What follows belongs to an exercise in optimizing a design on an open flow for small area, a short achievable clock period and few clock cycles per item; a production flow would make more cautious choices. Where RTL was checked, it was by simulation tests only, not by an equivalence proof against the original. Power and IR drop assume default switching activity.

==> job 1051 <==
## multiplier
module multiplier #(
    parameter WIDTH = 32
)(
    input  logic                   clk,
    input  logic                   rst_n,
    input  logic                   start,
    input  logic [WIDTH-1:0]       a,
    input  logic [WIDTH-1:0]       b,
    output logic [2*WIDTH-1:0]     result,
    output logic                   done
);
==> flow/config.mk <==
export PLATFORM = sky130hd
export DESIGN_NAME = multiplier
export DESIGN_NICKNAME = multiplier
export VERILOG_FILES = /design/flow/design.v
export SDC_FILE = /design/flow/constraint.sdc
export NUM_CORES = 4
export LEC_CHECK = 0
export ABC_AREA = 1
export CAP_MARGIN = 20
export CORE_MARGIN = 2
export CORE_UTILIZATION = 40
export GPL_TIMING_DRIVEN = 0
export SLEW_MARGIN = 20
export SYNTH_HIERARCHICAL = 1
export SYNTH_MINIMUM_KEEP_SIZE = 0
==> flow/constraint.sdc <==
create_clock -name core_clock -period 5.0 [get_ports {clk}]
set_input_delay 1.0000 -clock core_clock [delete_from_list [all_inputs] [get_ports {clk}]]
set_output_delay 1.0000 -clock core_clock [all_outputs]
set_load 0.01 [all_outputs]
standard.sh (not shown) runs the stock make flow with config.mk's settings and CLKGATE_MAP_FILE= SYNTH_SCRIPT=/design/flow/synth_recipe.tcl, a recipe that flattens the netlist after the stock synthesis.
==> flow/flow/run.sh <==
#!/bin/bash
# The standard layout (the standard.sh, unchanged synthesis), except that
# the input and output ports are buffered with sky130_fd_sc_hd__buf_2 cells
# instead of the delay cells that buffer_ports picks by default.
set -o pipefail
export BUFFER_PORTS_ARGS="-buffer_cell sky130_fd_sc_hd__buf_2"
bash standard.sh > standard.log 2>&1
==> job 6563 (differences from job 1051) <==
--- a/flow/design.v
+++ b/flow/design.v
@@ -577,13 +577,13 @@
   mul_fa s1_u275 (.x(s1_c259), .y(s1_c260), .z(s1_s271), .s(s1_s275), .c(s1_c275));
   wire s1_s276, s1_c276;
   mul_fa s1_u276 (.x(s1_s272), .y(s1_s273), .z(s1_c261), .s(s1_s276), .c(s1_c276));
   wire s1_s277, s1_c277;
   mul_fa s1_u277 (.x(s1_c262), .y(s1_s274), .z(s1_c263), .s(s1_s277), .c(s1_c277));
   wire s1_s278, s1_c278;
-  mul_fa s1_u278 (.x(s1_s275), .y(s1_c264), .z(s1_s276), .s(s1_s278), .c(s1_c278));
+  mul_fa s1_u278 (.x(s1_s275), .y(s1_s276), .z(s1_c264), .s(s1_s278), .c(s1_c278));
   wire s1_s279, s1_c279;
   mul_fa s1_u279 (.x((a[5] & b[31])), .y(bp[10][17]), .z(bp[11][15]), .s(s1_s279), .c(s1_c279));
   wire s1_s280, s1_c280;
   mul_fa s1_u280 (.x(bp[12][13]), .y(bp[13][11]), .z(bp[14][9]), .s(s1_s280), .c(s1_c280));
   wire s1_s281, s1_c281;
   mul_fa s1_u281 (.x(bp[15][7]), .y(bp[3][31]), .z(bp[4][29]), .s(s1_s281), .c(s1_c281));
@@ -773,13 +773,13 @@
   mul_fa s1_u373 (.x(s1_s368), .y(s1_s369), .z(s1_s370), .s(s1_s373), .c(s1_c373));
   wire s1_s374, s1_c374;
   mul_fa s1_u374 (.x(s1_c362), .y(s1_c363), .z(s1_s371), .s(s1_s374), .c(s1_c374));
   wire s1_s375, s1_c375;
   mul_fa s1_u375 (.x(s1_s372), .y(s1_s373), .z(s1_c364), .s(s1_s375), .c(s1_c375));
   wire s1_s376, s1_c376;
-  mul_fa s1_u376 (.x(s1_c365), .y(s1_s374), .z(s1_c366), .s(s1_s376), .c(s1_c376));
+  mul_fa s1_u376 (.x(s1_c365), .y(s1_s374), .z(s1_s375), .s(s1_s376), .c(s1_c376));
   wire s1_s377 = ~((a[14] & b[31]) ^ bp[10][26]);
   wire s1_c377 = (a[14] & b[31]) | bp[10][26];
   wire s1_s378, s1_c378;
   mul_fa s1_u378 (.x(bp[11][24]), .y(bp[12][22]), .z(bp[13][20]), .s(s1_s378), .c(s1_c378));
   wire s1_s379, s1_c379;
   mul_fa s1_u379 (.x(bp[14][18]), .y(bp[15][16]), .z(bp[7][32]), .s(s1_s379), .c(s1_c379));
@@ -807,13 +807,13 @@
   mul_fa s1_u390 (.x(s1_c379), .y(s1_s386), .z(s1_s387), .s(s1_s390), .c(s1_c390));
   wire s1_s391, s1_c391;
   mul_fa s1_u391 (.x(s1_s388), .y(s1_c380), .z(s1_c381), .s(s1_s391), .c(s1_c391));
   wire s1_s392, s1_c392;
   mul_fa s1_u392 (.x(s1_s389), .y(s1_s390), .z(s1_c382), .s(s1_s392), .c(s1_c392));
   wire s1_s393, s1_c393;
-  mul_fa s1_u393 (.x(s1_c383), .y(s1_s391), .z(s1_c384), .s(s1_s393), .c(s1_c393));
+  mul_fa s1_u393 (.x(s1_c383), .y(s1_s391), .z(s1_s392), .s(s1_s393), .c(s1_c393));
   wire s1_s394 = ~((a[16] & b[31]) ^ bp[10][28]);
   wire s1_c394 = (a[16] & b[31]) | bp[10][28];
   wire s1_s395, s1_c395;
   mul_fa s1_u395 (.x(bp[11][26]), .y(bp[12][24]), .z(bp[13][22]), .s(s1_s395), .c(s1_c395));
   wire s1_s396, s1_c396;
   mul_fa s1_u396 (.x(bp[14][20]), .y(bp[15][18]), .z(bp[8][32]), .s(s1_s396), .c(s1_c396));
@@ -1179,14 +1179,14 @@
       r35_3 <= s1_c252;
       r36_0 <= s1_s277;
       r36_1 <= s1_c265;
       r36_2 <= s1_s278;
       r37_0 <= s1_c277;
       r37_1 <= s1_s289;
-      r37_2 <= s1_s290;
-      r37_3 <= s1_c278;
+      r37_2 <= s1_c278;
+      r37_3 <= s1_s290;
       r38_0 <= s1_s301;
       r38_1 <= s1_c290;
       r38_2 <= s1_s302;
       r39_0 <= s1_c302;
       r39_1 <= s1_s314;
       r40_0 <= s1_c313;
@@ -1199,20 +1199,20 @@
       r42_1 <= s1_s347;
       r43_0 <= s1_s356;
       r43_1 <= s1_c347;
       r43_2 <= s1_s357;
       r44_0 <= s1_c357;
       r44_1 <= s1_s367;
-      r45_0 <= s1_s375;
-      r45_1 <= s1_s376;
-      r45_2 <= s1_c367;
+      r45_0 <= s1_c366;
+      r45_1 <= s1_c367;
+      r45_2 <= s1_s376;
       r46_0 <= s1_c376;
       r46_1 <= s1_s385;
-      r47_0 <= s1_s392;
-      r47_1 <= s1_s393;
-      r47_2 <= s1_c385;
+      r47_0 <= s1_c384;
+      r47_1 <= s1_c385;
+      r47_2 <= s1_s393;
       r48_0 <= s1_c393;
       r48_1 <= s1_s401;
       r49_0 <= s1_c400;
       r49_1 <= s1_s408;
       r49_2 <= s1_c401;
       r50_0 <= s1_c408;
@@ -1677,32 +1677,12 @@
     output logic s,
     output logic c
 );
   assign s = x ^ y ^ z;
   assign c = (x & y) | (x & z) | (y & z);
 endmodule
-module mul_faf (
-    input  logic x,
-    input  logic y,
-    input  logic z,
-    output logic s,
-    output logic c
-);
-  logic p;
-  mul_xor u_p (.x(x), .y(y), .s(p));
-  mul_xor u_s (.x(p), .y(z), .s(s));
-  mul_maj u_c (.x(x), .y(y), .z(z), .c(c));
-endmodule
-module mul_maj (
-    input  logic x,
-    input  logic y,
-    input  logic z,
-    output logic c
-);
-  assign c = (x & y) | (z & (x | y));
-endmodule
 module mul_xor (
     input  logic x,
     input  logic y,
     output logic s
 );
   assign s = x ^ y;
==> flow/run.sh (new file) <==
#!/bin/bash
# synth_recipe.tcl (not shown) runs the flow's synth.tcl, then flattens the netlist and writes it again
# the make line also repeats each setting of config.mk as NAME=value (left out here)
make -C /OpenROAD-flow-scripts/flow DESIGN_CONFIG=/design/flow/config.mk WORK_HOME=/design/flow/orfs CLKGATE_MAP_FILE= SYNTH_SCRIPT=/design/flow/synth_recipe.tcl finish
- CORE_UTILIZATION: 40 -> 60
- GPL_TIMING_DRIVEN: 0 -> unset
removed: flow/flow/run.sh
removed: flow/standard.sh
==> results.txt <==
* Mean routed wirelength per cell at 27.6 µm
* Setup CP Type: primary input to register
* Multi-input combinational cell area at 21200 µm²
* Data required time of the critical path at 5170 ps
* Combinational power share at 80.3%
* Die Ht at 265 µm
* Run status: failed layout checks
* Period utilization at 102%
* Pin count of the biggest net entering global routing at 74
* Blocking Checks: negative setup slack
* Final setup violating endpoints at 7
* Final WS setup at -84.2 ps
the above is filed under job 1051

==> results.txt <==
* Run status: no timing/DRC/antenna violations
* Remaining DRCs at 0
* Final WS setup at 77.2 ps
* Highest Signal Layer: met5
* Pin count of the biggest net entering global routing at 83
* Combinational power share at 82.1%
* Main power group: combinational cells
* Final setup violating endpoints at 0
* Die Ht at 217 µm
* Mean routed wirelength per cell at 26.1 µm
* CTS Hold Bufs at 0
* Setup CP Type: register to output port
* Post-Synth Simple-Gate Area at 6.87%
* Multi-input combinational cell area at 21200 µm²
the above is filed under job 6563

No run of this note included a check of the RTL's function; only the layout flow was run.


==> job 2914 <==
multiplier, a different RTL version from the one above (not shown whole).
clock: 5.0 ns
lec_check: 0
abc_area: 1
cap_margin: 20
core_margin: 2
core_utilization: 40
gpl_timing_driven: 0
slew_margin: 20
synth_hierarchical: 1
synth_minimum_keep_size: 0
run.sh (not shown) runs the stock make flow with config.mk's settings and CLKGATE_MAP_FILE= SYNTH_SCRIPT=/design/flow/synth_recipe.tcl, a recipe that flattens the netlist after the stock synthesis.
Stock flow here: none of the scripts above is used.
==> inputs of job 315, as changes to job 2914 <==
--- a/flow/design.v
+++ b/flow/design.v
@@ -469,16 +469,16 @@
   mul_fa s1_u221 (.x(s1_s216), .y(s1_s217), .z(s1_s218), .s(s1_s221), .c(s1_c221));
   wire s1_s222, s1_c222;
   mul_fa s1_u222 (.x(s1_s219), .y(s1_c206), .z(s1_c207), .s(s1_s222), .c(s1_c222));
   wire s1_s223, s1_c223;
   mul_fa s1_u223 (.x(s1_c208), .y(s1_s220), .z(s1_s221), .s(s1_s223), .c(s1_c223));
   wire s1_s224, s1_c224;
   mul_fa s1_u224 (.x(s1_c209), .y(s1_s222), .z(s1_s223), .s(s1_s224), .c(s1_c224));
-  wire s1_s225, s1_c225;
-  mul_fa s1_u225 (.x(1'b1), .y((a[1] & b[31])), .z(bp[10][13]), .s(s1_s225), .c(s1_c225));
+  wire s1_s225 = ~((a[1] & b[31]) ^ bp[10][13]);
+  wire s1_c225 = (a[1] & b[31]) | bp[10][13];
   wire s1_s226, s1_c226;
   mul_fa s1_u226 (.x(bp[11][11]), .y(bp[12][9]), .z(bp[13][7]), .s(s1_s226), .c(s1_c226));
   wire s1_s227, s1_c227;
   mul_fa s1_u227 (.x(bp[14][5]), .y(bp[15][3]), .z(bp[1][31]), .s(s1_s227), .c(s1_c227));
   wire s1_s228, s1_c228;
   mul_fa s1_u228 (.x(bp[2][29]), .y(bp[3][27]), .z(bp[4][25]), .s(s1_s228), .c(s1_c228));
   wire s1_s229, s1_c229;
@@ -497,16 +497,16 @@
   mul_fa s1_u235 (.x(s1_c217), .y(s1_c218), .z(s1_c219), .s(s1_s235), .c(s1_c235));
   wire s1_s236, s1_c236;
   mul_fa s1_u236 (.x(s1_s231), .y(s1_s232), .z(s1_s233), .s(s1_s236), .c(s1_c236));
   wire s1_s237, s1_c237;
   mul_fa s1_u237 (.x(s1_c220), .y(s1_s234), .z(s1_c221), .s(s1_s237), .c(s1_c237));
   wire s1_s238, s1_c238;
   mul_fa s1_u238 (.x(s1_s235), .y(s1_s236), .z(s1_c222), .s(s1_s238), .c(s1_c238));
-  wire s1_s239, s1_c239;
-  mul_fa s1_u239 (.x(1'b1), .y((a[2] & b[31])), .z(bp[10][14]), .s(s1_s239), .c(s1_c239));
+  wire s1_s239 = ~((a[2] & b[31]) ^ bp[10][14]);
+  wire s1_c239 = (a[2] & b[31]) | bp[10][14];
   wire s1_s240, s1_c240;
   mul_fa s1_u240 (.x(bp[11][12]), .y(bp[12][10]), .z(bp[13][8]), .s(s1_s240), .c(s1_c240));
   wire s1_s241, s1_c241;
   mul_fa s1_u241 (.x(bp[14][6]), .y(bp[15][4]), .z(bp[1][32]), .s(s1_s241), .c(s1_c241));
   wire s1_s242, s1_c242;
   mul_fa s1_u242 (.x(bp[2][30]), .y(bp[3][28]), .z(bp[4][26]), .s(s1_s242), .c(s1_c242));
   wire s1_s243, s1_c243;
@@ -551,16 +551,16 @@
   mul_fa s1_u262 (.x(s1_c245), .y(s1_c246), .z(s1_c247), .s(s1_s262), .c(s1_c262));
   wire s1_s263, s1_c263;
   mul_fa s1_u263 (.x(s1_s258), .y(s1_s259), .z(s1_s260), .s(s1_s263), .c(s1_c263));
   wire s1_s264, s1_c264;
   mul_fa s1_u264 (.x(s1_c248), .y(s1_c249), .z(s1_s261), .s(s1_s264), .c(s1_c264));
   wire s1_s265, s1_c265;
   mul_fa s1_u265 (.x(s1_s262), .y(s1_s263), .z(s1_c250), .s(s1_s265), .c(s1_c265));
-  wire s1_s266, s1_c266;
-  mul_fa s1_u266 (.x(1'b1), .y((a[4] & b[31])), .z(bp[10][16]), .s(s1_s266), .c(s1_c266));
+  wire s1_s266 = ~((a[4] & b[31]) ^ bp[10][16]);
+  wire s1_c266 = (a[4] & b[31]) | bp[10][16];
   wire s1_s267, s1_c267;
   mul_fa s1_u267 (.x(bp[11][14]), .y(bp[12][12]), .z(bp[13][10]), .s(s1_s267), .c(s1_c267));
   wire s1_s268, s1_c268;
   mul_fa s1_u268 (.x(bp[14][8]), .y(bp[15][6]), .z(bp[2][32]), .s(s1_s268), .c(s1_c268));
   wire s1_s269, s1_c269;
   mul_fa s1_u269 (.x(bp[3][30]), .y(bp[4][28]), .z(bp[5][26]), .s(s1_s269), .c(s1_c269));
   wire s1_s270, s1_c270;
@@ -601,16 +601,16 @@
   mul_fa s1_u287 (.x(s1_s283), .y(s1_c271), .z(s1_c272), .s(s1_s287), .c(s1_c287));
   wire s1_s288, s1_c288;
   mul_fa s1_u288 (.x(s1_c273), .y(s1_s284), .z(s1_s285), .s(s1_s288), .c(s1_c288));
   wire s1_s289, s1_c289;
   mul_fa s1_u289 (.x(s1_s286), .y(s1_c274), .z(s1_c275), .s(s1_s289), .c(s1_c289));
   wire s1_s290, s1_c290;
   mul_fa s1_u290 (.x(s1_s287), .y(s1_s288), .z(s1_c276), .s(s1_s290), .c(s1_c290));
-  wire s1_s291, s1_c291;
-  mul_fa s1_u291 (.x(1'b1), .y((a[6] & b[31])), .z(bp[10][18]), .s(s1_s291), .c(s1_c291));
+  wire s1_s291 = ~((a[6] & b[31]) ^ bp[10][18]);
+  wire s1_c291 = (a[6] & b[31]) | bp[10][18];
   wire s1_s292, s1_c292;
   mul_fa s1_u292 (.x(bp[11][16]), .y(bp[12][14]), .z(bp[13][12]), .s(s1_s292), .c(s1_c292));
   wire s1_s293, s1_c293;
   mul_fa s1_u293 (.x(bp[14][10]), .y(bp[15][8]), .z(bp[3][32]), .s(s1_s293), .c(s1_c293));
   wire s1_s294, s1_c294;
   mul_fa s1_u294 (.x(bp[4][30]), .y(bp[5][28]), .z(bp[6][26]), .s(s1_s294), .c(s1_c294));
   wire s1_s295, s1_c295;
@@ -649,16 +649,16 @@
   mul_fa s1_u311 (.x(s1_c297), .y(s1_c298), .z(s1_s307), .s(s1_s311), .c(s1_c311));
   wire s1_s312, s1_c312;
   mul_fa s1_u312 (.x(s1_s308), .y(s1_s309), .z(s1_c299), .s(s1_s312), .c(s1_c312));
   wire s1_s313, s1_c313;
   mul_fa s1_u313 (.x(s1_s310), .y(s1_c300), .z(s1_s311), .s(s1_s313), .c(s1_c313));
   wire s1_s314, s1_c314;
   mul_fa s1_u314 (.x(s1_c301), .y(s1_s312), .z(s1_s313), .s(s1_s314), .c(s1_c314));
-  wire s1_s315, s1_c315;
-  mul_fa s1_u315 (.x(1'b1), .y((a[8] & b[31])), .z(bp[10][20]), .s(s1_s315), .c(s1_c315));
+  wire s1_s315 = ~((a[8] & b[31]) ^ bp[10][20]);
+  wire s1_c315 = (a[8] & b[31]) | bp[10][20];
   wire s1_s316, s1_c316;
   mul_fa s1_u316 (.x(bp[11][18]), .y(bp[12][16]), .z(bp[13][14]), .s(s1_s316), .c(s1_c316));
   wire s1_s317, s1_c317;
   mul_fa s1_u317 (.x(bp[14][12]), .y(bp[15][10]), .z(bp[4][32]), .s(s1_s317), .c(s1_c317));
   wire s1_s318, s1_c318;
   mul_fa s1_u318 (.x(bp[5][30]), .y(bp[6][28]), .z(bp[7][26]), .s(s1_s318), .c(s1_c318));
   wire s1_s319, s1_c319;
@@ -693,16 +693,16 @@
   mul_fa s1_u333 (.x(s1_c319), .y(s1_c320), .z(s1_c321), .s(s1_s333), .c(s1_c333));
   wire s1_s334, s1_c334;
   mul_fa s1_u334 (.x(s1_s330), .y(s1_s331), .z(s1_s332), .s(s1_s334), .c(s1_c334));
   wire s1_s335, s1_c335;
   mul_fa s1_u335 (.x(s1_c322), .y(s1_c323), .z(s1_s333), .s(s1_s335), .c(s1_c335));
   wire s1_s336, s1_c336;
   mul_fa s1_u336 (.x(s1_s334), .y(s1_c324), .z(s1_s335), .s(s1_s336), .c(s1_c336));
-  wire s1_s337, s1_c337;
-  mul_fa s1_u337 (.x(1'b1), .y((a[10] & b[31])), .z(bp[10][22]), .s(s1_s337), .c(s1_c337));
+  wire s1_s337 = ~((a[10] & b[31]) ^ bp[10][22]);
+  wire s1_c337 = (a[10] & b[31]) | bp[10][22];
   wire s1_s338, s1_c338;
   mul_fa s1_u338 (.x(bp[11][20]), .y(bp[12][18]), .z(bp[13][16]), .s(s1_s338), .c(s1_c338));
   wire s1_s339, s1_c339;
   mul_fa s1_u339 (.x(bp[14][14]), .y(bp[15][12]), .z(bp[5][32]), .s(s1_s339), .c(s1_c339));
   wire s1_s340, s1_c340;
   mul_fa s1_u340 (.x(bp[6][30]), .y(bp[7][28]), .z(bp[8][26]), .s(s1_s340), .c(s1_c340));
   wire s1_s341, s1_c341;
@@ -735,16 +735,16 @@
   mul_fa s1_u354 (.x(s1_s350), .y(s1_s351), .z(s1_c341), .s(s1_s354), .c(s1_c354));
   wire s1_s355, s1_c355;
   mul_fa s1_u355 (.x(s1_c342), .y(s1_c343), .z(s1_s352), .s(s1_s355), .c(s1_c355));
   wire s1_s356, s1_c356;
   mul_fa s1_u356 (.x(s1_s353), .y(s1_c344), .z(s1_s354), .s(s1_s356), .c(s1_c356));
   wire s1_s357, s1_c357;
   mul_fa s1_u357 (.x(s1_c345), .y(s1_s355), .z(s1_c346), .s(s1_s357), .c(s1_c357));
-  wire s1_s358, s1_c358;
-  mul_fa s1_u358 (.x(1'b1), .y((a[12] & b[31])), .z(bp[10][24]), .s(s1_s358), .c(s1_c358));
+  wire s1_s358 = ~((a[12] & b[31]) ^ bp[10][24]);
+  wire s1_c358 = (a[12] & b[31]) | bp[10][24];
   wire s1_s359, s1_c359;
   mul_fa s1_u359 (.x(bp[11][22]), .y(bp[12][20]), .z(bp[13][18]), .s(s1_s359), .c(s1_c359));
   wire s1_s360, s1_c360;
   mul_fa s1_u360 (.x(bp[14][16]), .y(bp[15][14]), .z(bp[6][32]), .s(s1_s360), .c(s1_c360));
   wire s1_s361, s1_c361;
   mul_fa s1_u361 (.x(bp[7][30]), .y(bp[8][28]), .z(bp[9][26]), .s(s1_s361), .c(s1_c361));
   wire s1_s362, s1_c362;
@@ -773,16 +773,16 @@
   mul_fa s1_u373 (.x(s1_s368), .y(s1_s369), .z(s1_s370), .s(s1_s373), .c(s1_c373));
   wire s1_s374, s1_c374;
   mul_fa s1_u374 (.x(s1_c362), .y(s1_c363), .z(s1_s371), .s(s1_s374), .c(s1_c374));
   wire s1_s375, s1_c375;
   mul_fa s1_u375 (.x(s1_s372), .y(s1_s373), .z(s1_c364), .s(s1_s375), .c(s1_c375));
   wire s1_s376, s1_c376;
   mul_fa s1_u376 (.x(s1_c365), .y(s1_s374), .z(s1_s375), .s(s1_s376), .c(s1_c376));
-  wire s1_s377, s1_c377;
-  mul_fa s1_u377 (.x(1'b1), .y((a[14] & b[31])), .z(bp[10][26]), .s(s1_s377), .c(s1_c377));
+  wire s1_s377 = ~((a[14] & b[31]) ^ bp[10][26]);
+  wire s1_c377 = (a[14] & b[31]) | bp[10][26];
   wire s1_s378, s1_c378;
   mul_fa s1_u378 (.x(bp[11][24]), .y(bp[12][22]), .z(bp[13][20]), .s(s1_s378), .c(s1_c378));
   wire s1_s379, s1_c379;
   mul_fa s1_u379 (.x(bp[14][18]), .y(bp[15][16]), .z(bp[7][32]), .s(s1_s379), .c(s1_c379));
   wire s1_s380, s1_c380;
   mul_fa s1_u380 (.x(bp[8][30]), .y(bp[9][28]), .z(s1_c368), .s(s1_s380), .c(s1_c380));
   wire s1_s381, s1_c381;
@@ -807,16 +807,16 @@
   mul_fa s1_u390 (.x(s1_c379), .y(s1_s386), .z(s1_s387), .s(s1_s390), .c(s1_c390));
   wire s1_s391, s1_c391;
   mul_fa s1_u391 (.x(s1_s388), .y(s1_c380), .z(s1_c381), .s(s1_s391), .c(s1_c391));
   wire s1_s392, s1_c392;
   mul_fa s1_u392 (.x(s1_s389), .y(s1_s390), .z(s1_c382), .s(s1_s392), .c(s1_c392));
   wire s1_s393, s1_c393;
   mul_fa s1_u393 (.x(s1_c383), .y(s1_s391), .z(s1_s392), .s(s1_s393), .c(s1_c393));
-  wire s1_s394, s1_c394;
-  mul_fa s1_u394 (.x(1'b1), .y((a[16] & b[31])), .z(bp[10][28]), .s(s1_s394), .c(s1_c394));
+  wire s1_s394 = ~((a[16] & b[31]) ^ bp[10][28]);
+  wire s1_c394 = (a[16] & b[31]) | bp[10][28];
   wire s1_s395, s1_c395;
   mul_fa s1_u395 (.x(bp[11][26]), .y(bp[12][24]), .z(bp[13][22]), .s(s1_s395), .c(s1_c395));
   wire s1_s396, s1_c396;
   mul_fa s1_u396 (.x(bp[14][20]), .y(bp[15][18]), .z(bp[8][32]), .s(s1_s396), .c(s1_c396));
   wire s1_s397, s1_c397;
   mul_fa s1_u397 (.x(bp[9][30]), .y(s1_c386), .z(s1_c387), .s(s1_s397), .c(s1_c397));
   wire s1_s398, s1_c398;
@@ -837,16 +837,16 @@
   mul_fa s1_u405 (.x(s1_c394), .y(s1_c395), .z(s1_c396), .s(s1_s405), .c(s1_c405));
   wire s1_s406, s1_c406;
   mul_fa s1_u406 (.x(s1_s402), .y(s1_s403), .z(s1_s404), .s(s1_s406), .c(s1_c406));
   wire s1_s407, s1_c407;
   mul_fa s1_u407 (.x(s1_c397), .y(s1_c398), .z(s1_s405), .s(s1_s407), .c(s1_c407));
   wire s1_s408, s1_c408;
   mul_fa s1_u408 (.x(s1_s406), .y(s1_c399), .z(s1_s407), .s(s1_s408), .c(s1_c408));
-  wire s1_s409, s1_c409;
-  mul_fa s1_u409 (.x(1'b1), .y((a[18] & b[31])), .z(bp[10][30]), .s(s1_s409), .c(s1_c409));
+  wire s1_s409 = ~((a[18] & b[31]) ^ bp[10][30]);
+  wire s1_c409 = (a[18] & b[31]) | bp[10][30];
   wire s1_s410, s1_c410;
   mul_fa s1_u410 (.x(bp[11][28]), .y(bp[12][26]), .z(bp[13][24]), .s(s1_s410), .c(s1_c410));
   wire s1_s411, s1_c411;
   mul_fa s1_u411 (.x(bp[14][22]), .y(bp[15][20]), .z(bp[9][32]), .s(s1_s411), .c(s1_c411));
   wire s1_s412, s1_c412;
   mul_fa s1_u412 (.x(s1_c402), .y(s1_c403), .z(s1_c404), .s(s1_s412), .c(s1_c412));
   wire s1_s413, s1_c413;
@@ -865,16 +865,16 @@
   mul_fa s1_u419 (.x(s1_c410), .y(s1_c411), .z(s1_s416), .s(s1_s419), .c(s1_c419));
   wire s1_s420, s1_c420;
   mul_fa s1_u420 (.x(s1_s417), .y(s1_c412), .z(s1_c413), .s(s1_s420), .c(s1_c420));
   wire s1_s421, s1_c421;
   mul_fa s1_u421 (.x(s1_s418), .y(s1_s419), .z(s1_c414), .s(s1_s421), .c(s1_c421));
   wire s1_s422, s1_c422;
   mul_fa s1_u422 (.x(s1_s420), .y(s1_c415), .z(s1_s421), .s(s1_s422), .c(s1_c422));
-  wire s1_s423, s1_c423;
-  mul_fa s1_u423 (.x(1'b1), .y((a[20] & b[31])), .z(bp[10][32]), .s(s1_s423), .c(s1_c423));
+  wire s1_s423 = ~((a[20] & b[31]) ^ bp[10][32]);
+  wire s1_c423 = (a[20] & b[31]) | bp[10][32];
   wire s1_s424, s1_c424;
   mul_fa s1_u424 (.x(bp[11][30]), .y(bp[12][28]), .z(bp[13][26]), .s(s1_s424), .c(s1_c424));
   wire s1_s425, s1_c425;
   mul_fa s1_u425 (.x(bp[14][24]), .y(bp[15][22]), .z(s1_c416), .s(s1_s425), .c(s1_c425));
   wire s1_s426, s1_c426;
   mul_fa s1_u426 (.x(s1_c417), .y(s1_s423), .z(s1_s424), .s(s1_s426), .c(s1_c426));
   wire s1_s427, s1_c427;
@@ -889,16 +889,16 @@
   mul_fa s1_u431 (.x(~bn[10]), .y(s1_c423), .z(s1_c424), .s(s1_s431), .c(s1_c431));
   wire s1_s432, s1_c432;
   mul_fa s1_u432 (.x(s1_s429), .y(s1_s430), .z(s1_c425), .s(s1_s432), .c(s1_c432));
   wire s1_s433, s1_c433;
   mul_fa s1_u433 (.x(s1_c426), .y(s1_s431), .z(s1_c427), .s(s1_s433), .c(s1_c433));
   wire s1_s434, s1_c434;
   mul_fa s1_u434 (.x(s1_s432), .y(s1_c428), .z(s1_s433), .s(s1_s434), .c(s1_c434));
-  wire s1_s435, s1_c435;
-  mul_fa s1_u435 (.x(1'b1), .y((a[22] & b[31])), .z(bp[11][32]), .s(s1_s435), .c(s1_c435));
+  wire s1_s435 = ~((a[22] & b[31]) ^ bp[11][32]);
+  wire s1_c435 = (a[22] & b[31]) | bp[11][32];
   wire s1_s436, s1_c436;
   mul_fa s1_u436 (.x(bp[12][30]), .y(bp[13][28]), .z(bp[14][26]), .s(s1_s436), .c(s1_c436));
   wire s1_s437, s1_c437;
   mul_fa s1_u437 (.x(bp[15][24]), .y(s1_c429), .z(s1_c430), .s(s1_s437), .c(s1_c437));
   wire s1_s438, s1_c438;
   mul_fa s1_u438 (.x(s1_s435), .y(s1_s436), .z(s1_c431), .s(s1_s438), .c(s1_c438));
   wire s1_s439, s1_c439;
@@ -909,56 +909,56 @@
   mul_fa s1_u441 (.x(bp[14][27]), .y(bp[15][25]), .z(~bn[11]), .s(s1_s441), .c(s1_c441));
   wire s1_s442, s1_c442;
   mul_fa s1_u442 (.x(s1_c435), .y(s1_c436), .z(s1_s440), .s(s1_s442), .c(s1_c442));
   wire s1_s443, s1_c443;
   mul_fa s1_u443 (.x(s1_s441), .y(s1_c437), .z(s1_s442), .s(s1_s443), .c(s1_c443));
   wire s1_s444, s1_c444;
   mul_fa s1_u444 (.x(s1_c438), .y(s1_s443), .z(s1_c439), .s(s1_s444), .c(s1_c444));
-  wire s1_s445, s1_c445;
-  mul_fa s1_u445 (.x(1'b1), .y((a[24] & b[31])), .z(bp[12][32]), .s(s1_s445), .c(s1_c445));
+  wire s1_s445 = ~((a[24] & b[31]) ^ bp[12][32]);
+  wire s1_c445 = (a[24] & b[31]) | bp[12][32];
   wire s1_s446, s1_c446;
   mul_fa s1_u446 (.x(bp[13][30]), .y(bp[14][28]), .z(bp[15][26]), .s(s1_s446), .c(s1_c446));
   wire s1_s447, s1_c447;
   mul_fa s1_u447 (.x(s1_c440), .y(s1_c441), .z(s1_s445), .s(s1_s447), .c(s1_c447));
   wire s1_s448, s1_c448;
   mul_fa s1_u448 (.x(s1_s446), .y(s1_c442), .z(s1_s447), .s(s1_s448), .c(s1_c448));
   wire s1_s449, s1_c449;
   mul_fa s1_u449 (.x((a[25] & b[31])), .y(bp[13][31]), .z(bp[14][29]), .s(s1_s449), .c(s1_c449));
   wire s1_s450, s1_c450;
   mul_fa s1_u450 (.x(bp[15][27]), .y(~bn[12]), .z(s1_c445), .s(s1_s450), .c(s1_c450));
   wire s1_s451, s1_c451;
   mul_fa s1_u451 (.x(s1_c446), .y(s1_s449), .z(s1_c447), .s(s1_s451), .c(s1_c451));
   wire s1_s452, s1_c452;
   mul_fa s1_u452 (.x(s1_s450), .y(s1_c448), .z(s1_s451), .s(s1_s452), .c(s1_c452));
-  wire s1_s453, s1_c453;
-  mul_fa s1_u453 (.x(1'b1), .y((a[26] & b[31])), .z(bp[13][32]), .s(s1_s453), .c(s1_c453));
+  wire s1_s453 = ~((a[26] & b[31]) ^ bp[13][32]);
+  wire s1_c453 = (a[26] & b[31]) | bp[13][32];
   wire s1_s454, s1_c454;
   mul_fa s1_u454 (.x(bp[14][30]), .y(bp[15][28]), .z(s1_c449), .s(s1_s454), .c(s1_c454));
   wire s1_s455, s1_c455;
   mul_fa s1_u455 (.x(s1_s453), .y(s1_c450), .z(s1_s454), .s(s1_s455), .c(s1_c455));
   wire s1_s456, s1_c456;
   mul_fa s1_u456 (.x(s1_c451), .y(s1_s455), .z(s1_c452), .s(s1_s456), .c(s1_c456));
   wire s1_s457, s1_c457;
   mul_fa s1_u457 (.x((a[27] & b[31])), .y(bp[14][31]), .z(bp[15][29]), .s(s1_s457), .c(s1_c457));
   wire s1_s458, s1_c458;
   mul_fa s1_u458 (.x(~bn[13]), .y(s1_c453), .z(s1_s457), .s(s1_s458), .c(s1_c458));
   wire s1_s459, s1_c459;
   mul_fa s1_u459 (.x(s1_c454), .y(s1_s458), .z(s1_c455), .s(s1_s459), .c(s1_c459));
-  wire s1_s460, s1_c460;
-  mul_fa s1_u460 (.x(1'b1), .y((a[28] & b[31])), .z(bp[14][32]), .s(s1_s460), .c(s1_c460));
+  wire s1_s460 = ~((a[28] & b[31]) ^ bp[14][32]);
+  wire s1_c460 = (a[28] & b[31]) | bp[14][32];
   wire s1_s461, s1_c461;
   mul_fa s1_u461 (.x(bp[15][30]), .y(s1_c457), .z(s1_s460), .s(s1_s461), .c(s1_c461));
   wire s1_s462, s1_c462;
   mul_fa s1_u462 (.x(s1_c458), .y(s1_s461), .z(s1_c459), .s(s1_s462), .c(s1_c462));
   wire s1_s463, s1_c463;
   mul_fa s1_u463 (.x((a[29] & b[31])), .y(bp[15][31]), .z(~bn[14]), .s(s1_s463), .c(s1_c463));
   wire s1_s464, s1_c464;
   mul_fa s1_u464 (.x(s1_c460), .y(s1_s463), .z(s1_c461), .s(s1_s464), .c(s1_c464));
-  wire s1_s465, s1_c465;
-  mul_fa s1_u465 (.x(1'b1), .y((a[30] & b[31])), .z(bp[15][32]), .s(s1_s465), .c(s1_c465));
+  wire s1_s465 = ~((a[30] & b[31]) ^ bp[15][32]);
+  wire s1_c465 = (a[30] & b[31]) | bp[15][32];
   wire s1_s466, s1_c466;
   mul_fa s1_u466 (.x(s1_c463), .y(s1_s465), .z(s1_c464), .s(s1_s466), .c(s1_c466));
   wire s1_s467, s1_c467;
   mul_fa s1_u467 (.x((a[31] & b[31])), .y(~bn[15]), .z(s1_c465), .s(s1_s467), .c(s1_c467));
   logic r0_0;
   logic r0_1;
   logic r1_0;
--- a/flow/config.mk
+++ b/flow/config.mk
@@ -5,11 +5,10 @@
 export SDC_FILE = /design/flow/constraint.sdc
 export NUM_CORES = 4
 export LEC_CHECK = 0
 export ABC_AREA = 1
 export CAP_MARGIN = 20
 export CORE_MARGIN = 2
 export CORE_UTILIZATION = 40
-export GPL_TIMING_DRIVEN = 0
 export SLEW_MARGIN = 20
 export SYNTH_HIERARCHICAL = 1
 export SYNTH_MINIMUM_KEEP_SIZE = 0
==> comparison table <==
| item | job 2914 | job 315 |
|---|---|---|
| Capture point of the critical path | r32_1 | result[63] |
| Post-Synthesis Cell Area | 27240 µm² | 27180 µm² |
| Vias in the first global route | 23930 | 24230 |
| Internal power | 0.01266 W | 0.01278 W |
| Type of element capturing the critical path | flop | output port |
| Run status | complete, but fails checks | finished clean |
| Layout check failures | negative setup slack | - |
| Synthesized-area fraction occupied by and/or/nand/nor cells | 0.06997 | 0.06874 |
| Global routing usage summed across all routing layers | 0.3060 | 0.2881 |
| Layout net count | 3686 | 3688 |
| Area share of the largest cell type after synthesis | 0.3587 | 0.3477 |
| Count of inverters not on the clock network in the layout | 282 | 301 |
| Hold WS | 0.6444 ns | 0.6275 ns |
| Post-synthesis compound-gate area fraction | 0.1339 | 0.1338 |
| Pleak | 14.13 nW | 14.50 nW |
| Count of routing violations after the opening detailed-route iteration | 2583 | 2362 |
| Signed area change from the synthesized netlist to the final layout | 18.18% | 20.16% |
| Unique masters post-synth | 35 | 36 |
| Die W | 264.9 µm | 264.7 µm |
| Worst Path Required | 5.23 ns | 4.00 ns |
| Largest vdd supply drop | 0.7768 mV | 0.7501 mV |
| Worst Path Max Fanout | 10 | 5 |
Testbench counts of job 2914, summed over its fixed seeds: cycles 1,280, items 1,280.
Function not checked in job 315: the RTL went through the layout flow alone.

-- separate check: timing with driven ports --
The results above use ideal ports. As a check the final layouts listed here were re-extracted and re-timed, cells and wires unchanged.
Step 1, drivers: a clkbuf_16 drives clk and a buf_2 each remaining input, both assumed.
Step 2 times the ports against the registers' clock, not the clock port: input delays grow and output delays shrink by t, the midpoint of the rising clock arrivals with the driver on.
a / b / c = ideal ports / drivers / drivers and shift; a / b = the first two.
run | t (ns) | setup slack, ns | worst setup path at the end | worst register clock-pin slew, ns | worst slew at a driven data input, ns
job 1051 | 0.548 | -0.084 / -0.044 / -0.593 | input to register | 0.08 / 0.08 | 0.08
job 6563 | 0.553 | 0.077 / 0.017 / -0.336 | input to register | 0.07 / 0.07 | 0.17
job 2914 | 0.554 | -0.074 / -0.037 / -0.590 | input to register | 0.07 / 0.07 | 0.07
job 315 | 0.565 | 0.099 / 0.036 / -0.377 | input to register | 0.08 / 0.08 | 0.08
Met with ideal ports but missed after step 2: setup timing in job 6563 and job 315. The setup slack of job 2914, which loses most, moves by +0.037 ns with the drivers and by -0.516 ns with both steps.
